This is an optimization exercise on Yosys and OpenROAD, whose aim is small area and a short achievable clock period, not a production implementation.
The RTL was checked by simulation tests, not by an equivalence proof against the original design.
Power figures rest on the tool's default switching activity, not on a simulated workload.

**run.sh**
```bash
#!/bin/bash
# synth_recipe.tcl (not shown) runs the flow's synth.tcl, then flattens the netlist and writes it again
# the make line also repeats each setting of config.mk as NAME=value (left out here)
make -C /OpenROAD-flow-scripts/flow DESIGN_CONFIG=/design/flow/config.mk WORK_HOME=/design/flow/orfs CLKGATE_MAP_FILE= SYNTH_SCRIPT=/design/flow/synth_recipe.tcl finish
```
**config.mk**
```make
export PLATFORM = sky130hd
export DESIGN_NAME = SIMD
export DESIGN_NICKNAME = SIMD
export VERILOG_FILES = /design/flow/design.v
export SDC_FILE = /design/flow/constraint.sdc
export NUM_CORES = 4
export LEC_CHECK = 0
export CAP_MARGIN = 20
export CORE_MARGIN = 2
export CORE_UTILIZATION = 40
export SLEW_MARGIN = 20
```
**constraint.sdc**
```tcl
create_clock -name core_clock -period 10.0 [get_ports {clk}]
set_input_delay 2.0000 -clock core_clock [delete_from_list [all_inputs] [get_ports {clk}]]
set_output_delay 2.0000 -clock core_clock [all_outputs]
set_load 0.01 [all_outputs]
```
**design.v**
```verilog
module simd_addsub(
input  [15:0] a,
input  [15:0] b,
input  [1:0]  w,
input         sub,
output [15:0] s
);
wire [15:0] y = sub ? ~b : b;
wire p1 = (w != 2'd0);
wire p2 = (w == 2'd2);
wire [20:0] fx = {a[15:12], p1 | sub, a[11:8], p2 | sub, a[7:4], p1 | sub, a[3:0], sub};
wire [20:0] fy = {y[15:12], ~p1 & sub, y[11:8], ~p2 & sub, y[7:4], ~p1 & sub, y[3:0], sub};
wire [20:0] fs = fx + fy;
assign s = {fs[19:16], fs[14:11], fs[9:6], fs[4:1]};
endmodule
module simd_mul(
  input  [15:0] a,
  input  [15:0] b,
  input  [15:0] c,
  input         m4, m8, m16,
  output [31:0] p
);
  wire nm4 = ~m4, nm8 = ~m8, nm16 = ~m16;
  wire t0 = b[0] & nm4;
  wire t1 = b[0] & m16;
  wire t2 = b[1] & nm4;
  wire t3 = b[1] & m16;
  wire t4 = b[2] & nm4;
  wire t5 = b[2] & m16;
  wire t6 = b[3] & nm4;
  wire t7 = b[3] & m16;
  wire t8 = b[4] & nm4;
  wire t9 = b[4] & m16;
  wire t10 = b[5] & nm4;
  wire t11 = b[5] & m16;
  wire t12 = b[6] & nm4;
  wire t13 = b[6] & m16;
  wire t14 = b[7] & nm4;
  wire t15 = b[7] & m16;
  wire t16 = b[8] & nm4;
  wire t17 = b[8] & m16;
  wire t18 = b[9] & nm4;
  wire t19 = b[9] & m16;
  wire t20 = b[10] & nm4;
  wire t21 = b[10] & m16;
  wire t22 = b[11] & nm4;
  wire t23 = b[11] & m16;
  wire t24 = b[12] & nm4;
  wire t25 = b[12] & m16;
  wire t26 = b[13] & nm4;
  wire t27 = b[13] & m16;
  wire t28 = b[14] & nm4;
  wire t29 = b[14] & m16;
  wire t30 = b[15] & nm4;
  wire t31 = b[15] & m16;
  wire t32 = a[0] & b[0];
  wire t33 = a[0] & b[1];
  wire t34 = a[0] & b[2];
  wire t35 = (a[0] & b[3]) ^ m4;
  wire t36 = a[0] & t8;
  wire t37 = a[0] & t10;
  wire t38 = a[0] & t12;
  wire t39 = (a[0] & t14) ^ m8;
  wire t40 = a[0] & t17;
  wire t41 = a[0] & t19;
  wire t42 = a[0] & t21;
  wire t43 = a[0] & t23;
  wire t44 = a[0] & t25;
  wire t45 = a[0] & t27;
  wire t46 = a[0] & t29;
  wire t47 = (a[0] & t31) ^ m16;
  wire t48 = a[1] & b[0];
  wire t49 = a[1] & b[1];
  wire t50 = a[1] & b[2];
  wire t51 = (a[1] & b[3]) ^ m4;
  wire t52 = a[1] & t8;
  wire t53 = a[1] & t10;
  wire t54 = a[1] & t12;
  wire t55 = (a[1] & t14) ^ m8;
  wire t56 = a[1] & t17;
  wire t57 = a[1] & t19;
  wire t58 = a[1] & t21;
  wire t59 = a[1] & t23;
  wire t60 = a[1] & t25;
  wire t61 = a[1] & t27;
  wire t62 = a[1] & t29;
  wire t63 = (a[1] & t31) ^ m16;
  wire t64 = a[2] & b[0];
  wire t65 = a[2] & b[1];
  wire t66 = a[2] & b[2];
  wire t67 = (a[2] & b[3]) ^ m4;
  wire t68 = a[2] & t8;
  wire t69 = a[2] & t10;
  wire t70 = a[2] & t12;
  wire t71 = (a[2] & t14) ^ m8;
  wire t72 = a[2] & t17;
  wire t73 = a[2] & t19;
  wire t74 = a[2] & t21;
  wire t75 = a[2] & t23;
  wire t76 = a[2] & t25;
  wire t77 = a[2] & t27;
  wire t78 = a[2] & t29;
  wire t79 = (a[2] & t31) ^ m16;
  wire t80 = (a[3] & b[0]) ^ m4;
  wire t81 = (a[3] & b[1]) ^ m4;
  wire t82 = (a[3] & b[2]) ^ m4;
  wire t83 = a[3] & b[3];
  wire t84 = a[3] & t8;
  wire t85 = a[3] & t10;
  wire t86 = a[3] & t12;
  wire t87 = (a[3] & t14) ^ m8;
  wire t88 = a[3] & t17;
  wire t89 = a[3] & t19;
  wire t90 = a[3] & t21;
  wire t91 = a[3] & t23;
  wire t92 = a[3] & t25;
  wire t93 = a[3] & t27;
  wire t94 = a[3] & t29;
  wire t95 = (a[3] & t31) ^ m16;
  wire t96 = a[4] & t0;
  wire t97 = a[4] & t2;
  wire t98 = a[4] & t4;
  wire t99 = a[4] & t6;
  wire t100 = a[4] & b[4];
  wire t101 = a[4] & b[5];
  wire t102 = a[4] & b[6];
  wire t103 = (a[4] & b[7]) ^ nm16;
  wire t104 = a[4] & t17;
  wire t105 = a[4] & t19;
  wire t106 = a[4] & t21;
  wire t107 = a[4] & t23;
  wire t108 = a[4] & t25;
  wire t109 = a[4] & t27;
  wire t110 = a[4] & t29;
  wire t111 = (a[4] & t31) ^ m16;
  wire t112 = a[5] & t0;
  wire t113 = a[5] & t2;
  wire t114 = a[5] & t4;
  wire t115 = a[5] & t6;
  wire t116 = a[5] & b[4];
  wire t117 = a[5] & b[5];
  wire t118 = a[5] & b[6];
  wire t119 = (a[5] & b[7]) ^ nm16;
  wire t120 = a[5] & t17;
  wire t121 = a[5] & t19;
  wire t122 = a[5] & t21;
  wire t123 = a[5] & t23;
  wire t124 = a[5] & t25;
  wire t125 = a[5] & t27;
  wire t126 = a[5] & t29;
  wire t127 = (a[5] & t31) ^ m16;
  wire t128 = a[6] & t0;
  wire t129 = a[6] & t2;
  wire t130 = a[6] & t4;
  wire t131 = a[6] & t6;
  wire t132 = a[6] & b[4];
  wire t133 = a[6] & b[5];
  wire t134 = a[6] & b[6];
  wire t135 = (a[6] & b[7]) ^ nm16;
  wire t136 = a[6] & t17;
  wire t137 = a[6] & t19;
  wire t138 = a[6] & t21;
  wire t139 = a[6] & t23;
  wire t140 = a[6] & t25;
  wire t141 = a[6] & t27;
  wire t142 = a[6] & t29;
  wire t143 = (a[6] & t31) ^ m16;
  wire t144 = (a[7] & t0) ^ m8;
  wire t145 = (a[7] & t2) ^ m8;
  wire t146 = (a[7] & t4) ^ m8;
  wire t147 = (a[7] & t6) ^ m8;
  wire t148 = (a[7] & b[4]) ^ nm16;
  wire t149 = (a[7] & b[5]) ^ nm16;
  wire t150 = (a[7] & b[6]) ^ nm16;
  wire t151 = a[7] & b[7];
  wire t152 = a[7] & t17;
  wire t153 = a[7] & t19;
  wire t154 = a[7] & t21;
  wire t155 = a[7] & t23;
  wire t156 = a[7] & t25;
  wire t157 = a[7] & t27;
  wire t158 = a[7] & t29;
  wire t159 = (a[7] & t31) ^ m16;
  wire t160 = a[8] & t1;
  wire t161 = a[8] & t3;
  wire t162 = a[8] & t5;
  wire t163 = a[8] & t7;
  wire t164 = a[8] & t9;
  wire t165 = a[8] & t11;
  wire t166 = a[8] & t13;
  wire t167 = a[8] & t15;
  wire t168 = a[8] & b[8];
  wire t169 = a[8] & b[9];
  wire t170 = a[8] & b[10];
  wire t171 = (a[8] & b[11]) ^ m4;
  wire t172 = a[8] & t24;
  wire t173 = a[8] & t26;
  wire t174 = a[8] & t28;
  wire t175 = (a[8] & t30) ^ nm4;
  wire t176 = a[9] & t1;
  wire t177 = a[9] & t3;
  wire t178 = a[9] & t5;
  wire t179 = a[9] & t7;
  wire t180 = a[9] & t9;
  wire t181 = a[9] & t11;
  wire t182 = a[9] & t13;
  wire t183 = a[9] & t15;
  wire t184 = a[9] & b[8];
  wire t185 = a[9] & b[9];
  wire t186 = a[9] & b[10];
  wire t187 = (a[9] & b[11]) ^ m4;
  wire t188 = a[9] & t24;
  wire t189 = a[9] & t26;
  wire t190 = a[9] & t28;
  wire t191 = (a[9] & t30) ^ nm4;
  wire t192 = a[10] & t1;
  wire t193 = a[10] & t3;
  wire t194 = a[10] & t5;
  wire t195 = a[10] & t7;
  wire t196 = a[10] & t9;
  wire t197 = a[10] & t11;
  wire t198 = a[10] & t13;
  wire t199 = a[10] & t15;
  wire t200 = a[10] & b[8];
  wire t201 = a[10] & b[9];
  wire t202 = a[10] & b[10];
  wire t203 = (a[10] & b[11]) ^ m4;
  wire t204 = a[10] & t24;
  wire t205 = a[10] & t26;
  wire t206 = a[10] & t28;
  wire t207 = (a[10] & t30) ^ nm4;
  wire t208 = a[11] & t1;
  wire t209 = a[11] & t3;
  wire t210 = a[11] & t5;
  wire t211 = a[11] & t7;
  wire t212 = a[11] & t9;
  wire t213 = a[11] & t11;
  wire t214 = a[11] & t13;
  wire t215 = a[11] & t15;
  wire t216 = (a[11] & b[8]) ^ m4;
  wire t217 = (a[11] & b[9]) ^ m4;
  wire t218 = (a[11] & b[10]) ^ m4;
  wire t219 = a[11] & b[11];
  wire t220 = a[11] & t24;
  wire t221 = a[11] & t26;
  wire t222 = a[11] & t28;
  wire t223 = (a[11] & t30) ^ nm4;
  wire t224 = a[12] & t1;
  wire t225 = a[12] & t3;
  wire t226 = a[12] & t5;
  wire t227 = a[12] & t7;
  wire t228 = a[12] & t9;
  wire t229 = a[12] & t11;
  wire t230 = a[12] & t13;
  wire t231 = a[12] & t15;
  wire t232 = a[12] & t16;
  wire t233 = a[12] & t18;
  wire t234 = a[12] & t20;
  wire t235 = a[12] & t22;
  wire t236 = a[12] & b[12];
  wire t237 = a[12] & b[13];
  wire t238 = a[12] & b[14];
  wire t239 = ~(a[12] & b[15]);
  wire t240 = a[13] & t1;
  wire t241 = a[13] & t3;
  wire t242 = a[13] & t5;
  wire t243 = a[13] & t7;
  wire t244 = a[13] & t9;
  wire t245 = a[13] & t11;
  wire t246 = a[13] & t13;
  wire t247 = a[13] & t15;
  wire t248 = a[13] & t16;
  wire t249 = a[13] & t18;
  wire t250 = a[13] & t20;
  wire t251 = a[13] & t22;
  wire t252 = a[13] & b[12];
  wire t253 = a[13] & b[13];
  wire t254 = a[13] & b[14];
  wire t255 = ~(a[13] & b[15]);
  wire t256 = a[14] & t1;
  wire t257 = a[14] & t3;
  wire t258 = a[14] & t5;
  wire t259 = a[14] & t7;
  wire t260 = a[14] & t9;
  wire t261 = a[14] & t11;
  wire t262 = a[14] & t13;
  wire t263 = a[14] & t15;
  wire t264 = a[14] & t16;
  wire t265 = a[14] & t18;
  wire t266 = a[14] & t20;
  wire t267 = a[14] & t22;
  wire t268 = a[14] & b[12];
  wire t269 = a[14] & b[13];
  wire t270 = a[14] & b[14];
  wire t271 = ~(a[14] & b[15]);
  wire t272 = (a[15] & t1) ^ m16;
  wire t273 = (a[15] & t3) ^ m16;
  wire t274 = (a[15] & t5) ^ m16;
  wire t275 = (a[15] & t7) ^ m16;
  wire t276 = (a[15] & t9) ^ m16;
  wire t277 = (a[15] & t11) ^ m16;
  wire t278 = (a[15] & t13) ^ m16;
  wire t279 = (a[15] & t15) ^ m16;
  wire t280 = (a[15] & t16) ^ nm4;
  wire t281 = (a[15] & t18) ^ nm4;
  wire t282 = (a[15] & t20) ^ nm4;
  wire t283 = (a[15] & t22) ^ nm4;
  wire t284 = ~(a[15] & b[12]);
  wire t285 = ~(a[15] & b[13]);
  wire t286 = ~(a[15] & b[14]);
  wire t287 = a[15] & b[15];
  wire t288 = ^b[3:0];
  wire t289 = ^b[7:4];
  wire t290 = ^b[11:8];
  wire t291 = ^b[15:12];
  wire t292 = t288 ^ t289;
  wire t293 = t290 ^ t291;
  wire t294 = t292 ^ t293;
  wire t295 = (m4 & (c[0])) | (m8 & (c[0])) | (m16 & (c[0]));
  wire t296 = (m4 & (c[1])) | (m8 & (c[1])) | (m16 & (c[1]));
  wire t297 = (m4 & (c[2])) | (m8 & (c[2])) | (m16 & (c[2]));
  wire t298 = (m4 & (c[3])) | (m8 & (c[3])) | (m16 & (c[3]));
  wire t299 = (m4 & (~c[3])) | (m8 & (c[4])) | (m16 & (c[4]));
  wire t300 = (m8 & (c[5])) | (m16 & (c[5]));
  wire t301 = (m8 & (c[6])) | (m16 & (c[6]));
  wire t302 = (m4 & (~(a[3] & t288))) | (m8 & (c[7])) | (m16 & (c[7]));
  wire t303 = (m4 & (c[4])) | (m8 & (~c[7])) | (m16 & (c[8]));
  wire t304 = (m4 & (c[5])) | (m16 & (c[9]));
  wire t305 = (m4 & (c[6])) | (m16 & (c[10]));
  wire t306 = (m4 & (c[7])) | (m16 & (c[11]));
  wire t307 = (m4 & (~c[7])) | (m16 & (c[12]));
  wire t308 = (m16 & (c[13]));
  wire t309 = (m16 & (c[14]));
  wire t310 = (m4 & (~(a[7] & t289))) | (m8 & (~(a[7] & t292))) | (m16 & (c[15]));
  wire t311 = (m4 & (c[8])) | (m8 & (c[8])) | (m16 & (~c[15]));
  wire t312 = (m4 & (c[9])) | (m8 & (c[9]));
  wire t313 = (m4 & (c[10])) | (m8 & (c[10]));
  wire t314 = (m4 & (c[11])) | (m8 & (c[11]));
  wire t315 = (m4 & (~c[11])) | (m8 & (c[12]));
  wire t316 = (m8 & (c[13]));
  wire t317 = (m8 & (c[14]));
  wire t318 = (m4 & (~(a[11] & t290))) | (m8 & (c[15]));
  wire t319 = (m4 & (c[12])) | (m8 & (~c[15]));
  wire t320 = (m4 & (c[13]));
  wire t321 = (m4 & (c[14]));
  wire t322 = (m4 & (c[15]));
  wire t323 = (m4 & (~c[15]));
  wire t324 = (m4 & (~(a[15] & t291))) | (m8 & (~(a[15] & t293))) | (m16 & (~(a[15] & t294)));
  wire t325 = t33 ^ t48 ^ t296;
  wire t326 = (t33 & t48) | (t33 & t296) | (t48 & t296);
  wire t327 = t34 ^ t49 ^ t64;
  wire t328 = (t34 & t49) | (t34 & t64) | (t49 & t64);
  wire t329 = t297 ^ t327 ^ t326;
  wire t330 = (t297 & t327) | (t297 & t326) | (t327 & t326);
  wire t331 = t50 ^ t65 ^ t35;
  wire t332 = (t50 & t65) | (t50 & t35) | (t65 & t35);
  wire t333 = t80 ^ t298 ^ t328;
  wire t334 = (t80 & t298) | (t80 & t328) | (t298 & t328);
  wire t335 = t331 ^ t333 ^ t330;
  wire t336 = (t331 & t333) | (t331 & t330) | (t333 & t330);
  wire t337 = t36 ^ t66 ^ t96;
  wire t338 = (t36 & t66) | (t36 & t96) | (t66 & t96);
  wire t339 = t51 ^ t81 ^ t299;
  wire t340 = (t51 & t81) | (t51 & t299) | (t81 & t299);
  wire t341 = t337 ^ t332 ^ t339;
  wire t342 = (t337 & t332) | (t337 & t339) | (t332 & t339);
  wire t343 = t334 ^ t341 ^ t336;
  wire t344 = (t334 & t341) | (t334 & t336) | (t341 & t336);
  wire t345 = t37 ^ t52 ^ t97;
  wire t346 = (t37 & t52) | (t37 & t97) | (t52 & t97);
  wire t347 = t112 ^ t67 ^ t82;
  wire t348 = (t112 & t67) | (t112 & t82) | (t67 & t82);
  wire t349 = t300 ^ t338 ^ t345;
  wire t350 = (t300 & t338) | (t300 & t345) | (t338 & t345);
  wire t351 = t340 ^ t347 ^ t349;
  wire t352 = (t340 & t347) | (t340 & t349) | (t347 & t349);
  wire t353 = t342 ^ t351 ^ t344;
  wire t354 = (t342 & t351) | (t342 & t344) | (t351 & t344);
  wire t355 = t38 ^ t53 ^ t68;
  wire t356 = (t38 & t53) | (t38 & t68) | (t53 & t68);
  wire t357 = t83 ^ t98 ^ t113;
  wire t358 = (t83 & t98) | (t83 & t113) | (t98 & t113);
  wire t359 = t128 ^ t301 ^ t346;
  wire t360 = (t128 & t301) | (t128 & t346) | (t301 & t346);
  wire t361 = t355 ^ t357 ^ t348;
  wire t362 = (t355 & t357) | (t355 & t348) | (t357 & t348);
  wire t363 = t350 ^ t359 ^ t361;
  wire t364 = (t350 & t359) | (t350 & t361) | (t359 & t361);
  wire t365 = t352 ^ t363 ^ t354;
  wire t366 = (t352 & t363) | (t352 & t354) | (t363 & t354);
  wire t367 = t54 ^ t69 ^ t84;
  wire t368 = (t54 & t69) | (t54 & t84) | (t69 & t84);
  wire t369 = t368 & nm4;
  wire t370 = t99 ^ t114 ^ t129;
  wire t371 = (t99 & t114) | (t99 & t129) | (t114 & t129);
  wire t372 = t371 & nm4;
  wire t373 = t39 ^ t144 ^ t356;
  wire t374 = (t39 & t144) | (t39 & t356) | (t144 & t356);
  wire t375 = t374 & nm4;
  wire t376 = t358 ^ t367 ^ t370;
  wire t377 = (t358 & t367) | (t358 & t370) | (t367 & t370);
  wire t378 = t377 & nm4;
  wire t379 = t302 ^ t360 ^ t373;
  wire t380 = (t302 & t360) | (t302 & t373) | (t360 & t373);
  wire t381 = t380 & nm4;
  wire t382 = t376 ^ t362 ^ t379;
  wire t383 = (t376 & t362) | (t376 & t379) | (t362 & t379);
  wire t384 = t383 & nm4;
  wire t385 = t364 ^ t382 ^ t366;
  wire t386 = (t364 & t382) | (t364 & t366) | (t382 & t366);
  wire t387 = t386 & nm4;
  wire t388 = t40 ^ t70 ^ t85;
  wire t389 = (t40 & t70) | (t40 & t85) | (t70 & t85);
  wire t390 = t100 ^ t115 ^ t130;
  wire t391 = (t100 & t115) | (t100 & t130) | (t115 & t130);
  wire t392 = t160 ^ t55 ^ t145;
  wire t393 = (t160 & t55) | (t160 & t145) | (t55 & t145);
  wire t394 = t303 ^ t388 ^ t390;
  wire t395 = (t303 & t388) | (t303 & t390) | (t388 & t390);
  wire t396 = t369 ^ t372 ^ t392;
  wire t397 = (t369 & t372) | (t369 & t392) | (t372 & t392);
  wire t398 = t394 ^ t375 ^ t378;
  wire t399 = (t394 & t375) | (t394 & t378) | (t375 & t378);
  wire t400 = t396 ^ t381 ^ t398;
  wire t401 = (t396 & t381) | (t396 & t398) | (t381 & t398);
  wire t402 = t384 ^ t400 ^ t387;
  wire t403 = (t384 & t400) | (t384 & t387) | (t400 & t387);
  wire t404 = t41 ^ t56 ^ t86;
  wire t405 = (t41 & t56) | (t41 & t86) | (t56 & t86);
  wire t406 = t101 ^ t116 ^ t131;
  wire t407 = (t101 & t116) | (t101 & t131) | (t116 & t131);
  wire t408 = t161 ^ t176 ^ t71;
  wire t409 = (t161 & t176) | (t161 & t71) | (t176 & t71);
  wire t410 = t146 ^ t304 ^ t389;
  wire t411 = (t146 & t304) | (t146 & t389) | (t304 & t389);
  wire t412 = t391 ^ t404 ^ t406;
  wire t413 = (t391 & t404) | (t391 & t406) | (t404 & t406);
  wire t414 = t393 ^ t408 ^ t395;
  wire t415 = (t393 & t408) | (t393 & t395) | (t408 & t395);
  wire t416 = t410 ^ t412 ^ t397;
  wire t417 = (t410 & t412) | (t410 & t397) | (t412 & t397);
  wire t418 = t414 ^ t399 ^ t416;
  wire t419 = (t414 & t399) | (t414 & t416) | (t399 & t416);
  wire t420 = t401 ^ t418 ^ t403;
  wire t421 = (t401 & t418) | (t401 & t403) | (t418 & t403);
  wire t422 = t42 ^ t57 ^ t72;
  wire t423 = (t42 & t57) | (t42 & t72) | (t57 & t72);
  wire t424 = t102 ^ t117 ^ t132;
  wire t425 = (t102 & t117) | (t102 & t132) | (t117 & t132);
  wire t426 = t162 ^ t177 ^ t192;
  wire t427 = (t162 & t177) | (t162 & t192) | (t177 & t192);
  wire t428 = t87 ^ t147 ^ t305;
  wire t429 = (t87 & t147) | (t87 & t305) | (t147 & t305);
  wire t430 = t405 ^ t407 ^ t422;
  wire t431 = (t405 & t407) | (t405 & t422) | (t407 & t422);
  wire t432 = t424 ^ t426 ^ t409;
  wire t433 = (t424 & t426) | (t424 & t409) | (t426 & t409);
  wire t434 = t428 ^ t411 ^ t413;
  wire t435 = (t428 & t411) | (t428 & t413) | (t411 & t413);
  wire t436 = t430 ^ t432 ^ t415;
  wire t437 = (t430 & t432) | (t430 & t415) | (t432 & t415);
  wire t438 = t434 ^ t417 ^ t436;
  wire t439 = (t434 & t417) | (t434 & t436) | (t417 & t436);
  wire t440 = t419 ^ t438 ^ t421;
  wire t441 = (t419 & t438) | (t419 & t421) | (t438 & t421);
  wire t442 = t43 ^ t58 ^ t73;
  wire t443 = (t43 & t58) | (t43 & t73) | (t58 & t73);
  wire t444 = t88 ^ t118 ^ t133;
  wire t445 = (t88 & t118) | (t88 & t133) | (t118 & t133);
  wire t446 = t163 ^ t178 ^ t193;
  wire t447 = (t163 & t178) | (t163 & t193) | (t178 & t193);
  wire t448 = t208 ^ t103 ^ t148;
  wire t449 = (t208 & t103) | (t208 & t148) | (t103 & t148);
  wire t450 = t306 ^ t423 ^ t425;
  wire t451 = (t306 & t423) | (t306 & t425) | (t423 & t425);
  wire t452 = t427 ^ t442 ^ t444;
  wire t453 = (t427 & t442) | (t427 & t444) | (t442 & t444);
  wire t454 = t446 ^ t429 ^ t448;
  wire t455 = (t446 & t429) | (t446 & t448) | (t429 & t448);
  wire t456 = t431 ^ t450 ^ t452;
  wire t457 = (t431 & t450) | (t431 & t452) | (t450 & t452);
  wire t458 = t433 ^ t454 ^ t435;
  wire t459 = (t433 & t454) | (t433 & t435) | (t454 & t435);
  wire t460 = t456 ^ t437 ^ t458;
  wire t461 = (t456 & t437) | (t456 & t458) | (t437 & t458);
  wire t462 = t439 ^ t460 ^ t441;
  wire t463 = (t439 & t460) | (t439 & t441) | (t460 & t441);
  wire t464 = t44 ^ t59 ^ t74;
  wire t465 = (t44 & t59) | (t44 & t74) | (t59 & t74);
  wire t466 = t89 ^ t104 ^ t134;
  wire t467 = (t89 & t104) | (t89 & t134) | (t104 & t134);
  wire t468 = t164 ^ t179 ^ t194;
  wire t469 = (t164 & t179) | (t164 & t194) | (t179 & t194);
  wire t470 = t209 ^ t224 ^ t119;
  wire t471 = (t209 & t224) | (t209 & t119) | (t224 & t119);
  wire t472 = t149 ^ t307 ^ t443;
  wire t473 = (t149 & t307) | (t149 & t443) | (t307 & t443);
  wire t474 = t445 ^ t447 ^ t464;
  wire t475 = (t445 & t447) | (t445 & t464) | (t447 & t464);
  wire t476 = t466 ^ t468 ^ t449;
  wire t477 = (t466 & t468) | (t466 & t449) | (t468 & t449);
  wire t478 = t470 ^ t451 ^ t453;
  wire t479 = (t470 & t451) | (t470 & t453) | (t451 & t453);
  wire t480 = t472 ^ t474 ^ t455;
  wire t481 = (t472 & t474) | (t472 & t455) | (t474 & t455);
  wire t482 = t476 ^ t457 ^ t478;
  wire t483 = (t476 & t457) | (t476 & t478) | (t457 & t478);
  wire t484 = t480 ^ t459 ^ t482;
  wire t485 = (t480 & t459) | (t480 & t482) | (t459 & t482);
  wire t486 = t461 ^ t484 ^ t463;
  wire t487 = (t461 & t484) | (t461 & t463) | (t484 & t463);
  wire t488 = t45 ^ t60 ^ t75;
  wire t489 = (t45 & t60) | (t45 & t75) | (t60 & t75);
  wire t490 = t90 ^ t105 ^ t120;
  wire t491 = (t90 & t105) | (t90 & t120) | (t105 & t120);
  wire t492 = t165 ^ t180 ^ t195;
  wire t493 = (t165 & t180) | (t165 & t195) | (t180 & t195);
  wire t494 = t210 ^ t225 ^ t240;
  wire t495 = (t210 & t225) | (t210 & t240) | (t225 & t240);
  wire t496 = t135 ^ t150 ^ t308;
  wire t497 = (t135 & t150) | (t135 & t308) | (t150 & t308);
  wire t498 = t465 ^ t467 ^ t469;
  wire t499 = (t465 & t467) | (t465 & t469) | (t467 & t469);
  wire t500 = t488 ^ t490 ^ t492;
  wire t501 = (t488 & t490) | (t488 & t492) | (t490 & t492);
  wire t502 = t494 ^ t471 ^ t496;
  wire t503 = (t494 & t471) | (t494 & t496) | (t471 & t496);
  wire t504 = t473 ^ t475 ^ t498;
  wire t505 = (t473 & t475) | (t473 & t498) | (t475 & t498);
  wire t506 = t500 ^ t477 ^ t502;
  wire t507 = (t500 & t477) | (t500 & t502) | (t477 & t502);
  wire t508 = t479 ^ t504 ^ t481;
  wire t509 = (t479 & t504) | (t479 & t481) | (t504 & t481);
  wire t510 = t506 ^ t483 ^ t508;
  wire t511 = (t506 & t483) | (t506 & t508) | (t483 & t508);
  wire t512 = t485 ^ t510 ^ t487;
  wire t513 = (t485 & t510) | (t485 & t487) | (t510 & t487);
  wire t514 = t46 ^ t61 ^ t76;
  wire t515 = (t46 & t61) | (t46 & t76) | (t61 & t76);
  wire t516 = t91 ^ t106 ^ t121;
  wire t517 = (t91 & t106) | (t91 & t121) | (t106 & t121);
  wire t518 = t136 ^ t151 ^ t166;
  wire t519 = (t136 & t151) | (t136 & t166) | (t151 & t166);
  wire t520 = t181 ^ t196 ^ t211;
  wire t521 = (t181 & t196) | (t181 & t211) | (t196 & t211);
  wire t522 = t226 ^ t241 ^ t256;
  wire t523 = (t226 & t241) | (t226 & t256) | (t241 & t256);
  wire t524 = t309 ^ t489 ^ t491;
  wire t525 = (t309 & t489) | (t309 & t491) | (t489 & t491);
  wire t526 = t493 ^ t495 ^ t514;
  wire t527 = (t493 & t495) | (t493 & t514) | (t495 & t514);
  wire t528 = t516 ^ t518 ^ t520;
  wire t529 = (t516 & t518) | (t516 & t520) | (t518 & t520);
  wire t530 = t522 ^ t497 ^ t499;
  wire t531 = (t522 & t497) | (t522 & t499) | (t497 & t499);
  wire t532 = t501 ^ t524 ^ t526;
  wire t533 = (t501 & t524) | (t501 & t526) | (t524 & t526);
  wire t534 = t528 ^ t503 ^ t505;
  wire t535 = (t528 & t503) | (t528 & t505) | (t503 & t505);
  wire t536 = t530 ^ t532 ^ t507;
  wire t537 = (t530 & t532) | (t530 & t507) | (t532 & t507);
  wire t538 = t534 ^ t509 ^ t536;
  wire t539 = (t534 & t509) | (t534 & t536) | (t509 & t536);
  wire t540 = t511 ^ t538 ^ t513;
  wire t541 = (t511 & t538) | (t511 & t513) | (t538 & t513);
  wire t542 = t62 ^ t77 ^ t92;
  wire t543 = (t62 & t77) | (t62 & t92) | (t77 & t92);
  wire t544 = t543 & m16;
  wire t545 = t107 ^ t122 ^ t137;
  wire t546 = (t107 & t122) | (t107 & t137) | (t122 & t137);
  wire t547 = t546 & m16;
  wire t548 = t152 ^ t167 ^ t182;
  wire t549 = (t152 & t167) | (t152 & t182) | (t167 & t182);
  wire t550 = t549 & m16;
  wire t551 = t197 ^ t212 ^ t227;
  wire t552 = (t197 & t212) | (t197 & t227) | (t212 & t227);
  wire t553 = t552 & m16;
  wire t554 = t242 ^ t257 ^ t47;
  wire t555 = (t242 & t257) | (t242 & t47) | (t257 & t47);
  wire t556 = t555 & m16;
  wire t557 = t272 ^ t515 ^ t517;
  wire t558 = (t272 & t515) | (t272 & t517) | (t515 & t517);
  wire t559 = t558 & m16;
  wire t560 = t519 ^ t521 ^ t523;
  wire t561 = (t519 & t521) | (t519 & t523) | (t521 & t523);
  wire t562 = t561 & m16;
  wire t563 = t542 ^ t545 ^ t548;
  wire t564 = (t542 & t545) | (t542 & t548) | (t545 & t548);
  wire t565 = t564 & m16;
  wire t566 = t551 ^ t554 ^ t310;
  wire t567 = (t551 & t554) | (t551 & t310) | (t554 & t310);
  wire t568 = t567 & m16;
  wire t569 = t525 ^ t527 ^ t529;
  wire t570 = (t525 & t527) | (t525 & t529) | (t527 & t529);
  wire t571 = t570 & m16;
  wire t572 = t557 ^ t560 ^ t563;
  wire t573 = (t557 & t560) | (t557 & t563) | (t560 & t563);
  wire t574 = t573 & m16;
  wire t575 = t531 ^ t533 ^ t566;
  wire t576 = (t531 & t533) | (t531 & t566) | (t533 & t566);
  wire t577 = t576 & m16;
  wire t578 = t569 ^ t572 ^ t535;
  wire t579 = (t569 & t572) | (t569 & t535) | (t572 & t535);
  wire t580 = t579 & m16;
  wire t581 = t575 ^ t537 ^ t578;
  wire t582 = (t575 & t537) | (t575 & t578) | (t537 & t578);
  wire t583 = t582 & m16;
  wire t584 = t539 ^ t581 ^ t541;
  wire t585 = (t539 & t581) | (t539 & t541) | (t581 & t541);
  wire t586 = t585 & m16;
  wire t587 = t78 ^ t93 ^ t108;
  wire t588 = (t78 & t93) | (t78 & t108) | (t93 & t108);
  wire t589 = t123 ^ t138 ^ t153;
  wire t590 = (t123 & t138) | (t123 & t153) | (t138 & t153);
  wire t591 = t168 ^ t183 ^ t198;
  wire t592 = (t168 & t183) | (t168 & t198) | (t183 & t198);
  wire t593 = t213 ^ t228 ^ t243;
  wire t594 = (t213 & t228) | (t213 & t243) | (t228 & t243);
  wire t595 = t258 ^ t63 ^ t273;
  wire t596 = (t258 & t63) | (t258 & t273) | (t63 & t273);
  wire t597 = t311 ^ t587 ^ t589;
  wire t598 = (t311 & t587) | (t311 & t589) | (t587 & t589);
  wire t599 = t591 ^ t593 ^ t544;
  wire t600 = (t591 & t593) | (t591 & t544) | (t593 & t544);
  wire t601 = t547 ^ t550 ^ t553;
  wire t602 = (t547 & t550) | (t547 & t553) | (t550 & t553);
  wire t603 = t595 ^ t556 ^ t597;
  wire t604 = (t595 & t556) | (t595 & t597) | (t556 & t597);
  wire t605 = t559 ^ t562 ^ t565;
  wire t606 = (t559 & t562) | (t559 & t565) | (t562 & t565);
  wire t607 = t599 ^ t601 ^ t603;
  wire t608 = (t599 & t601) | (t599 & t603) | (t601 & t603);
  wire t609 = t568 ^ t571 ^ t574;
  wire t610 = (t568 & t571) | (t568 & t574) | (t571 & t574);
  wire t611 = t605 ^ t607 ^ t577;
  wire t612 = (t605 & t607) | (t605 & t577) | (t607 & t577);
  wire t613 = t609 ^ t580 ^ t611;
  wire t614 = (t609 & t580) | (t609 & t611) | (t580 & t611);
  wire t615 = t583 ^ t613 ^ t586;
  wire t616 = (t583 & t613) | (t583 & t586) | (t613 & t586);
  wire t617 = t94 ^ t109 ^ t124;
  wire t618 = (t94 & t109) | (t94 & t124) | (t109 & t124);
  wire t619 = t139 ^ t154 ^ t169;
  wire t620 = (t139 & t154) | (t139 & t169) | (t154 & t169);
  wire t621 = t184 ^ t199 ^ t214;
  wire t622 = (t184 & t199) | (t184 & t214) | (t199 & t214);
  wire t623 = t229 ^ t244 ^ t259;
  wire t624 = (t229 & t244) | (t229 & t259) | (t244 & t259);
  wire t625 = t79 ^ t274 ^ t312;
  wire t626 = (t79 & t274) | (t79 & t312) | (t274 & t312);
  wire t627 = t588 ^ t590 ^ t592;
  wire t628 = (t588 & t590) | (t588 & t592) | (t590 & t592);
  wire t629 = t594 ^ t617 ^ t619;
  wire t630 = (t594 & t617) | (t594 & t619) | (t617 & t619);
  wire t631 = t621 ^ t623 ^ t596;
  wire t632 = (t621 & t623) | (t621 & t596) | (t623 & t596);
  wire t633 = t625 ^ t598 ^ t627;
  wire t634 = (t625 & t598) | (t625 & t627) | (t598 & t627);
  wire t635 = t629 ^ t600 ^ t602;
  wire t636 = (t629 & t600) | (t629 & t602) | (t600 & t602);
  wire t637 = t631 ^ t604 ^ t633;
  wire t638 = (t631 & t604) | (t631 & t633) | (t604 & t633);
  wire t639 = t606 ^ t635 ^ t608;
  wire t640 = (t606 & t635) | (t606 & t608) | (t635 & t608);
  wire t641 = t637 ^ t610 ^ t639;
  wire t642 = (t637 & t610) | (t637 & t639) | (t610 & t639);
  wire t643 = t612 ^ t641 ^ t614;
  wire t644 = (t612 & t641) | (t612 & t614) | (t641 & t614);
  wire t645 = t110 ^ t125 ^ t140;
  wire t646 = (t110 & t125) | (t110 & t140) | (t125 & t140);
  wire t647 = t155 ^ t170 ^ t185;
  wire t648 = (t155 & t170) | (t155 & t185) | (t170 & t185);
  wire t649 = t200 ^ t215 ^ t230;
  wire t650 = (t200 & t215) | (t200 & t230) | (t215 & t230);
  wire t651 = t245 ^ t260 ^ t95;
  wire t652 = (t245 & t260) | (t245 & t95) | (t260 & t95);
  wire t653 = t275 ^ t313 ^ t618;
  wire t654 = (t275 & t313) | (t275 & t618) | (t313 & t618);
  wire t655 = t620 ^ t622 ^ t624;
  wire t656 = (t620 & t622) | (t620 & t624) | (t622 & t624);
  wire t657 = t645 ^ t647 ^ t649;
  wire t658 = (t645 & t647) | (t645 & t649) | (t647 & t649);
  wire t659 = t626 ^ t651 ^ t628;
  wire t660 = (t626 & t651) | (t626 & t628) | (t651 & t628);
  wire t661 = t630 ^ t653 ^ t655;
  wire t662 = (t630 & t653) | (t630 & t655) | (t653 & t655);
  wire t663 = t657 ^ t632 ^ t634;
  wire t664 = (t657 & t632) | (t657 & t634) | (t632 & t634);
  wire t665 = t659 ^ t661 ^ t636;
  wire t666 = (t659 & t661) | (t659 & t636) | (t661 & t636);
  wire t667 = t638 ^ t663 ^ t665;
  wire t668 = (t638 & t663) | (t638 & t665) | (t663 & t665);
  wire t669 = t640 ^ t667 ^ t642;
  wire t670 = (t640 & t667) | (t640 & t642) | (t667 & t642);
  wire t671 = t126 ^ t141 ^ t156;
  wire t672 = (t126 & t141) | (t126 & t156) | (t141 & t156);
  wire t673 = t186 ^ t201 ^ t231;
  wire t674 = (t186 & t201) | (t186 & t231) | (t201 & t231);
  wire t675 = t246 ^ t261 ^ t111;
  wire t676 = (t246 & t261) | (t246 & t111) | (t261 & t111);
  wire t677 = t171 ^ t216 ^ t276;
  wire t678 = (t171 & t216) | (t171 & t276) | (t216 & t276);
  wire t679 = t314 ^ t646 ^ t648;
  wire t680 = (t314 & t646) | (t314 & t648) | (t646 & t648);
  wire t681 = t650 ^ t671 ^ t673;
  wire t682 = (t650 & t671) | (t650 & t673) | (t671 & t673);
  wire t683 = t652 ^ t675 ^ t677;
  wire t684 = (t652 & t675) | (t652 & t677) | (t675 & t677);
  wire t685 = t654 ^ t656 ^ t658;
  wire t686 = (t654 & t656) | (t654 & t658) | (t656 & t658);
  wire t687 = t679 ^ t681 ^ t683;
  wire t688 = (t679 & t681) | (t679 & t683) | (t681 & t683);
  wire t689 = t660 ^ t662 ^ t685;
  wire t690 = (t660 & t662) | (t660 & t685) | (t662 & t685);
  wire t691 = t687 ^ t664 ^ t689;
  wire t692 = (t687 & t664) | (t687 & t689) | (t664 & t689);
  wire t693 = t666 ^ t691 ^ t668;
  wire t694 = (t666 & t691) | (t666 & t668) | (t691 & t668);
  wire t695 = t142 ^ t157 ^ t172;
  wire t696 = (t142 & t157) | (t142 & t172) | (t157 & t172);
  wire t697 = t202 ^ t232 ^ t247;
  wire t698 = (t202 & t232) | (t202 & t247) | (t232 & t247);
  wire t699 = t262 ^ t127 ^ t187;
  wire t700 = (t262 & t127) | (t262 & t187) | (t127 & t187);
  wire t701 = t217 ^ t277 ^ t315;
  wire t702 = (t217 & t277) | (t217 & t315) | (t277 & t315);
  wire t703 = t672 ^ t674 ^ t695;
  wire t704 = (t672 & t674) | (t672 & t695) | (t674 & t695);
  wire t705 = t697 ^ t676 ^ t678;
  wire t706 = (t697 & t676) | (t697 & t678) | (t676 & t678);
  wire t707 = t699 ^ t701 ^ t680;
  wire t708 = (t699 & t701) | (t699 & t680) | (t701 & t680);
  wire t709 = t682 ^ t703 ^ t684;
  wire t710 = (t682 & t703) | (t682 & t684) | (t703 & t684);
  wire t711 = t705 ^ t686 ^ t707;
  wire t712 = (t705 & t686) | (t705 & t707) | (t686 & t707);
  wire t713 = t688 ^ t709 ^ t690;
  wire t714 = (t688 & t709) | (t688 & t690) | (t709 & t690);
  wire t715 = t711 ^ t692 ^ t713;
  wire t716 = (t711 & t692) | (t711 & t713) | (t692 & t713);
  wire t717 = t158 ^ t173 ^ t188;
  wire t718 = (t158 & t173) | (t158 & t188) | (t173 & t188);
  wire t719 = t233 ^ t248 ^ t263;
  wire t720 = (t233 & t248) | (t233 & t263) | (t248 & t263);
  wire t721 = t143 ^ t203 ^ t218;
  wire t722 = (t143 & t203) | (t143 & t218) | (t203 & t218);
  wire t723 = t278 ^ t316 ^ t696;
  wire t724 = (t278 & t316) | (t278 & t696) | (t316 & t696);
  wire t725 = t698 ^ t717 ^ t719;
  wire t726 = (t698 & t717) | (t698 & t719) | (t717 & t719);
  wire t727 = t700 ^ t702 ^ t721;
  wire t728 = (t700 & t702) | (t700 & t721) | (t702 & t721);
  wire t729 = t704 ^ t723 ^ t725;
  wire t730 = (t704 & t723) | (t704 & t725) | (t723 & t725);
  wire t731 = t706 ^ t727 ^ t708;
  wire t732 = (t706 & t727) | (t706 & t708) | (t727 & t708);
  wire t733 = t729 ^ t710 ^ t712;
  wire t734 = (t729 & t710) | (t729 & t712) | (t710 & t712);
  wire t735 = t731 ^ t714 ^ t733;
  wire t736 = (t731 & t714) | (t731 & t733) | (t714 & t733);
  wire t737 = t174 ^ t189 ^ t204;
  wire t738 = (t174 & t189) | (t174 & t204) | (t189 & t204);
  wire t739 = t219 ^ t234 ^ t249;
  wire t740 = (t219 & t234) | (t219 & t249) | (t234 & t249);
  wire t741 = t264 ^ t159 ^ t279;
  wire t742 = (t264 & t159) | (t264 & t279) | (t159 & t279);
  wire t743 = t317 ^ t718 ^ t720;
  wire t744 = (t317 & t718) | (t317 & t720) | (t718 & t720);
  wire t745 = t737 ^ t739 ^ t722;
  wire t746 = (t737 & t739) | (t737 & t722) | (t739 & t722);
  wire t747 = t741 ^ t724 ^ t726;
  wire t748 = (t741 & t724) | (t741 & t726) | (t724 & t726);
  wire t749 = t743 ^ t728 ^ t745;
  wire t750 = (t743 & t728) | (t743 & t745) | (t728 & t745);
  wire t751 = t730 ^ t747 ^ t749;
  wire t752 = (t730 & t747) | (t730 & t749) | (t747 & t749);
  wire t753 = t732 ^ t751 ^ t734;
  wire t754 = (t732 & t751) | (t732 & t734) | (t751 & t734);
  wire t755 = t190 ^ t205 ^ t220;
  wire t756 = (t190 & t205) | (t190 & t220) | (t205 & t220);
  wire t757 = t756 & nm4;
  wire t758 = t235 ^ t250 ^ t265;
  wire t759 = (t235 & t250) | (t235 & t265) | (t250 & t265);
  wire t760 = t759 & nm4;
  wire t761 = t175 ^ t280 ^ t738;
  wire t762 = (t175 & t280) | (t175 & t738) | (t280 & t738);
  wire t763 = t762 & nm4;
  wire t764 = t740 ^ t755 ^ t758;
  wire t765 = (t740 & t755) | (t740 & t758) | (t755 & t758);
  wire t766 = t765 & nm4;
  wire t767 = t742 ^ t318 ^ t744;
  wire t768 = (t742 & t318) | (t742 & t744) | (t318 & t744);
  wire t769 = t768 & nm4;
  wire t770 = t761 ^ t764 ^ t746;
  wire t771 = (t761 & t764) | (t761 & t746) | (t764 & t746);
  wire t772 = t771 & nm4;
  wire t773 = t748 ^ t767 ^ t750;
  wire t774 = (t748 & t767) | (t748 & t750) | (t767 & t750);
  wire t775 = t774 & nm4;
  wire t776 = t770 ^ t752 ^ t773;
  wire t777 = (t770 & t752) | (t770 & t773) | (t752 & t773);
  wire t778 = t777 & nm4;
  wire t779 = t206 ^ t221 ^ t236;
  wire t780 = (t206 & t221) | (t206 & t236) | (t221 & t236);
  wire t781 = t251 ^ t266 ^ t191;
  wire t782 = (t251 & t266) | (t251 & t191) | (t266 & t191);
  wire t783 = t281 ^ t319 ^ t779;
  wire t784 = (t281 & t319) | (t281 & t779) | (t319 & t779);
  wire t785 = t757 ^ t760 ^ t781;
  wire t786 = (t757 & t760) | (t757 & t781) | (t760 & t781);
  wire t787 = t783 ^ t763 ^ t766;
  wire t788 = (t783 & t763) | (t783 & t766) | (t763 & t766);
  wire t789 = t785 ^ t769 ^ t787;
  wire t790 = (t785 & t769) | (t785 & t787) | (t769 & t787);
  wire t791 = t772 ^ t789 ^ t775;
  wire t792 = (t772 & t789) | (t772 & t775) | (t789 & t775);
  wire t793 = t222 ^ t237 ^ t252;
  wire t794 = (t222 & t237) | (t222 & t252) | (t237 & t252);
  wire t795 = t267 ^ t207 ^ t282;
  wire t796 = (t267 & t207) | (t267 & t282) | (t207 & t282);
  wire t797 = t320 ^ t780 ^ t793;
  wire t798 = (t320 & t780) | (t320 & t793) | (t780 & t793);
  wire t799 = t782 ^ t795 ^ t784;
  wire t800 = (t782 & t795) | (t782 & t784) | (t795 & t784);
  wire t801 = t797 ^ t786 ^ t799;
  wire t802 = (t797 & t786) | (t797 & t799) | (t786 & t799);
  wire t803 = t788 ^ t801 ^ t790;
  wire t804 = (t788 & t801) | (t788 & t790) | (t801 & t790);
  wire t805 = t238 ^ t253 ^ t268;
  wire t806 = (t238 & t253) | (t238 & t268) | (t253 & t268);
  wire t807 = t223 ^ t283 ^ t321;
  wire t808 = (t223 & t283) | (t223 & t321) | (t283 & t321);
  wire t809 = t794 ^ t805 ^ t796;
  wire t810 = (t794 & t805) | (t794 & t796) | (t805 & t796);
  wire t811 = t807 ^ t798 ^ t809;
  wire t812 = (t807 & t798) | (t807 & t809) | (t798 & t809);
  wire t813 = t800 ^ t811 ^ t802;
  wire t814 = (t800 & t811) | (t800 & t802) | (t811 & t802);
  wire t815 = t239 ^ t254 ^ t269;
  wire t816 = (t239 & t254) | (t239 & t269) | (t254 & t269);
  wire t817 = t284 ^ t322 ^ t806;
  wire t818 = (t284 & t322) | (t284 & t806) | (t322 & t806);
  wire t819 = t815 ^ t808 ^ t817;
  wire t820 = (t815 & t808) | (t815 & t817) | (t808 & t817);
  wire t821 = t810 ^ t819 ^ t812;
  wire t822 = (t810 & t819) | (t810 & t812) | (t819 & t812);
  wire t823 = t255 ^ t270 ^ t285;
  wire t824 = (t255 & t270) | (t255 & t285) | (t270 & t285);
  wire t825 = t323 ^ t816 ^ t823;
  wire t826 = (t323 & t816) | (t323 & t823) | (t816 & t823);
  wire t827 = t818 ^ t825 ^ t820;
  wire t828 = (t818 & t825) | (t818 & t820) | (t825 & t820);
  wire t829 = t271 ^ t286 ^ t824;
  wire t830 = (t271 & t286) | (t271 & t824) | (t286 & t824);
  wire t831 = t826 ^ t829 ^ t828;
  wire t832 = (t826 & t829) | (t826 & t828) | (t829 & t828);
  wire t833 = t287 ^ t830 ^ t832;
  wire t834 = (t287 & t830) | (t287 & t832) | (t830 & t832);
  wire [34:0] fx = {t324, t833, t831, t822, t814, t804, t792, t778, nm4, t754, t736, t716, t694, t670, t644, t616, t615, m16, t584, t540, t512, t486, t462, t440, t420, t402, nm4, t385, t365, t353, t343, t335, t329, t325, t32};
  wire [34:0] fy = {t834, 1'b0, 1'b0, t827, t821, t813, t803, t791, 1'b0, t776, t753, t735, t715, t693, t669, t643, 1'b0, 1'b0, 1'b0, 1'b0, 1'b0, 1'b0, 1'b0, 1'b0, 1'b0, 1'b0, 1'b0, 1'b0, 1'b0, 1'b0, 1'b0, 1'b0, 1'b0, 1'b0, t295};
  wire [34:0] fs = fx + fy;
  assign p = {fs[34:27], fs[25:18], fs[16:9], fs[7:0]};
endmodule
module simd_shift(
input  [15:0] d,
input  [1:0]  w,
input         right,
input         arith,
output [15:0] q
);
wire s4 = (w == 2'd0);
wire s16 = (w == 2'd2);
wire [15:0] tops = {1'b1, 3'b0, s4, 3'b0, ~s16, 3'b0, s4, 3'b0};
wire [15:0] bots = {3'b0, s4, 3'b0, ~s16, 3'b0, s4, 3'b0, 1'b1};
wire [15:0] rsh = ({1'b0, d[15:1]} & ~tops) | (d & tops & {16{arith}});
wire [15:0] lsh = {d[14:0], 1'b0} & ~bots;
assign q = right ? rsh : lsh;
endmodule
module SIMD(
input [11:0] instruction,
input clk,
input rst,
output [31:0] outputvalue
);
reg  [11:0] cmd;             
reg  [255:0] rf;             
reg  [15:0] ra, rb, rc;      
reg  e_as, e_sub, e_mul, e_mac, e_sh, e_arith, e_and, e_or, e_xor, e_not;
reg  [1:0] e_w;
reg  e_m4, e_m8, e_m16, e_right;
reg  [3:0] e_dst;
reg  [15:0] res_l, res_h, out_l, out_h;
wire [3:0] op = cmd[11:8];
wire [1:0] w  = cmd[7:6];
wire [1:0] fc = cmd[5:4];
wire [1:0] fb = cmd[3:2];
wire [1:0] fa = cmd[1:0];
wire is_logic = (op[3:2] == 2'b10);
wire [3:0] addr_a = is_logic ? {fb, fa} : {w, fa};
wire [15:0] bank0 = rf[16*{w,2'd0} +: 16];
wire [15:0] bank1 = rf[16*{w,2'd1} +: 16];
wire [15:0] bank2 = rf[16*{w,2'd2} +: 16];
wire [15:0] bank3 = rf[16*{w,2'd3} +: 16];
wire [15:0] rd_a = rf[16*addr_a +: 16];
wire [15:0] rd_b = fb[1] ? (fb[0] ? bank3 : bank2) : (fb[0] ? bank1 : bank0);
wire [15:0] rd_c = fc[1] ? (fc[0] ? bank3 : bank2) : (fc[0] ? bank1 : bank0);
always @(posedge clk) begin
  ra <= rd_a;
  rb <= rd_b;
  rc <= rd_c;
  e_w <= w;
  e_m4 <= (w == 2'd0);
  e_m8 <= (w == 2'd1);
  e_m16 <= w[1];
  e_right <= fb[0];
  if (rst) begin
    cmd <= 12'd0;
    {e_as, e_sub, e_mul, e_mac, e_sh, e_arith, e_and, e_or, e_xor, e_not} <= 10'd0;
    e_dst <= 4'd0;
  end else begin
    cmd <= instruction;
    e_as    <= (op[3:1] == 3'd0);
    e_sub   <= (op == 4'd1);
    e_mul   <= (op[3:1] == 3'd1);
    e_mac   <= (op == 4'd3);
    e_sh    <= (op == 4'd4) | (op == 4'd6);
    e_arith <= (op == 4'd6);
    e_and   <= (op == 4'd8);
    e_or    <= (op == 4'd9);
    e_xor   <= (op == 4'd10);
    e_not   <= (op == 4'd11);
    e_dst   <= {w, fc};
  end
end
wire [31:0] prod;
simd_mul mu(.a(ra), .b(rb), .c(e_mac ? rc : 16'd0), .m4(e_m4), .m8(e_m8), .m16(e_m16), .p(prod));
wire [15:0] as_out;
simd_addsub as(.a(ra), .b(rb), .w(e_w), .sub(e_sub), .s(as_out));
wire [15:0] sh_out;
simd_shift sh(.d(ra), .w(e_w), .right(e_right), .arith(e_arith), .q(sh_out));
wire [15:0] res = ({16{e_mul}} & prod[15:0])
                | ({16{e_as}}  & as_out)
                | ({16{e_sh}}  & sh_out)
                | ({16{e_and}} & (ra & rc))
                | ({16{e_or}}  & (ra | rc))
                | ({16{e_xor}} & (ra ^ rc))
                | ({16{e_not}} & ~ra);
integer i;
always @(posedge clk) begin
  res_l <= res;
  res_h <= {16{e_mul}} & prod[31:16];
  out_l <= res_l;
  out_h <= res_h;
  for (i = 0; i < 16; i = i + 1) begin
    if (rst)
      rf[16*i +: 16] <= rf_init(i);
    else if (e_dst == i)
      rf[16*i +: 16] <= res;
  end
end
function [15:0] rf_init(input integer r);
  case (r)
    1:  rf_init = 16'b0001_1000_1000_0100;
    2:  rf_init = 16'b1110_0110_0110_1100;
    4:  rf_init = 16'b0010_0111_0100_1100;
    5:  rf_init = 16'b1101_1000_1000_0101;
    8:  rf_init = 16'b0001_0110_0100_1010;
    9:  rf_init = 16'b1111_1010_1010_0100;
    13: rf_init = 16'b0001_1000_1000_0100;
    default: rf_init = 16'b0;
  endcase
endfunction
assign outputvalue = {out_h, out_l};
endmodule
```
==> summary.md <==
| Metric | Value |
|---|---|
| Max clock buf depth | 3 |
| CTS-repair resized insts | 0 |
| First-pass GRT wire length | roughly 130000 um |
| Cell family with most CP delay | adder cells |
| WP data arrival | 10.00 ns |
| GRT Overall Usage | 0.245 |
| Minimum hold slack | 0.324 ns |
| CP endpoint kind | register |
| Die area | slightly above 70000 um2 |
| Peak supply drop | around 0.13 mV |
| #FFs+latches synth | 399 |
| Nets | 3101 |
| # fillers | between 6000 and 7000 |
| Die W | 269 um |
| CTS clk-pin slew, worst paths | 0.06 ns |
| Final Setup Violations | 0 |
| Largest stage delay on the critical path | 0.47 ns |
| Power per cell area | approximately 200 nW/um2 |
| H-tree depth | 2 |
| Fmax | 105 MHz |
| Footprint of the multi-input gates | 18100 um2 |
| Chip height | approximately 270 um |
| Crit path top cell by count | fa_1 |
| Critical setup path kind | register to register |
| Routed wire per std cell | between 20 and 25 um |
| Critical Path Stages | 32 |
| CTS buffer count | 46 |
| Number of global-route vias before repair | 22300 |
| Hpwl dp | just under 60000 um |
| Hold depth | 0 |
| Most frequent cells in the layout | 391 x dfxtp_1, 309 x nor2_1, 264 x inv_1, 236 x fa_1, 196 x a211oi_1 |
| Met3 wire length | 6660 um |
| Mapped Cells | 2862 |
| WP data required | 10.50 ns |
| Least-Margin Pin Slew | 1.14 ns |
| Buffer type at the clock tree root | clkbuf_16 |
| Met2 wire length | 41500 um |
| Num rows | 97 |
| RSZ-0062 raised after global routing | false |
| Slew HR | 0.240 |
| Clock Latency Late Sink | ~0.6 ns |
| Netlist cell types | 79 |
| Critical-path top delay cell | fa_1 |
| CP max FO | 9 |
| Final Util | 0.445 |
| Yosys warnings | 1 |
| Leading cell type in the layout, fill and taps excluded | dfxtp_1 |
| Layout cells sized above 1 | 0.141 |
| Worst Reg-to-Reg Cells | 32 |
| Total core area | 69700 um2 |
| Post-synth EDFFs | 0 |
| Worst Clk Skew | 0.0307 ns |
| Routed WL | 87100 um |
| Clock Sink Count | 399 |
| Max Cap Viol | 0 |
| Final min period | 9.50 ns |
| Final hold violation count | 0 |
| Vias per inst | 5.80 |
| Hold Crit Class | register to register |
| Fin. max-slew vios | 0 |
| # Post-CTS Setup Buffers | 0 |
| Antenna violations before repair | 6 |
| Avg Cell Area, Syn | 9.78 um2 |
| Leak | between 10 and 15 nW |
| Synth Net Count | 3177 |
| Startpoint class of the critical path | register |
| CTS tree | built |
| Port bufs | between 40 and 50 |
| Area of the mapped netlist | 28000 um2 |
| Layout area overhead | 10.7% |
| Top Layer Used | met5 |
| Worst path bufs/invs | 3 |
| Dominant synthesized flop cell | dfxtp_1 |
| Fraction of registers with async set or reset after synthesis | 0 |
| Largest net degree at the start of global routing | 104 |
| Starting Density | 0.402 |
| # IOs | 46 |
| Post-synthesis sequential area ratio | 0.285 |
| Met1 Routed Length | roughly 36000 um |
| Setup_tns | 0 ns |
| GPL Wtd Cong | 0.923 |
| Post-DRT Antenna Nets | 0 |
| DRC Markers | 0 |
| DRT Pass-1 Iters | 7 |
| Via count | between 20000 and 25000 |
| Gr ovfl total | 0 |
| Hold_buf cts | 0 |
| Register area | 8010 um2 |
| Fraction of the cycle the final worst path needs | 0.950 |
| Status | no timing/DRC/antenna violations |
| DRT iter0 DRCs | 2231 |
## Yosys cell counts, types with 48 or more instances
cell	number	area share
inv_1	264	0.035
nand2_1	192	0.026
nor2_1	318	0.043
clkbuf_1	218	0.029
and2_1	96	0.021
mux4_2	160	0.13
a211oi_1	196	0.053
xor2_1	48	0.015
and3_1	90	0.020
ha_1	61	0.027
dfxtp_1	399	0.29
fa_1	240	0.17
## sequential cells by signal (all words and copies together) (netlist names), 2 cells and up
name / flops
out_h: 16
res_h: 16
ra: 16
e_w: 2
e_dst: 4
out_l: 16
rf: 256
rc: 16
res_l: 16
rb: 16
cmd: 12
## logic make-up after synthesis
kind of cell	count (synthesis)	synth area share
AND/OR/NAND/NOR	889	0.151
buffers and inverters	519	0.0713
AO/OA/AOI/OAI	493	0.133
flip-flops	399	0.285
adder cells (fa/ha/maj)	301	0.199
multiplexers	170	0.132
XOR/XNOR	91	0.0285
## layout make-up
type                       instances  share of cell area
inverter                         265              0.0321
antenna                            1           0.0000807
clock inverter                    16             0.00710
multi-input combinational       1944               0.585
tap                              940              0.0379
sequential                       399               0.258
clock buffer                      65              0.0444
timing repair buffer             130              0.0352
## layer usage
metal,GRT usage,up-vias
li1,-,9698
met1,0.320,11000
met2,0.408,944
met3,0.0406,194
met4,0.0922,4
met5,0,-
## where the power goes
part | total, mW | switching [mW] | internal [mW]
Clock | 1.76 | 0.721 | 1.04
Combinational | 2.76 | 1.66 | 1.09
Sequential | 1.83 | 0.110 | 1.72
## worst paths after layout
path	from	endpoint	slack (ns)
min	res_l[15]	out_l[15]	0.32
min reg2reg	res_l[15]	out_l[15]	0.32
max	e_w[1]	res_h[11]	0.50
max reg2reg	e_w[1]	res_h[11]	0.50
## metrics by stage
step / power (mW) / std cells / instance area [um2] / worst slack, ns
floorplan: 3.68 / 2862 / 28000 / 0.263
global placement: 4.54 / 3678 / 29400 / 0.244
detailed placement: 4.57 / 3678 / 29400 / 0.150
CTS: 6.36 / 3759 / 31000 / 0.160
global route: 6.75 / 3759 / 31000 / 0.0124
finish: 6.35 / 3760 / 31000 / 0.498

-- port drivers added, routing unchanged --
The results above use ideal ports. As a check the final layout listed here was re-extracted and re-timed, cells and wires unchanged. Step 1 sets driving cells, clkbuf_16 on the clock port and buf_2 on the other inputs (assumed; they add their load-dependent delay and slew). Step 2 moves the port delays by t, midway between the first and last clock arrival at a register: inputs arrive t later, outputs are due t later. That takes back most of the time a late clock gives input paths. a / b / c = ideal / step 1 / step 2; a / b = the first two.
shift t [ns]: 0.645
slack for setup (ns): 0.498 / 0.498 / 0.498
worst setup path at the end: register to register
After both steps setup and hold are still met in this run. The setup slack of this run moves by 0.000 ns with the drivers and by 0.000 ns with both steps.
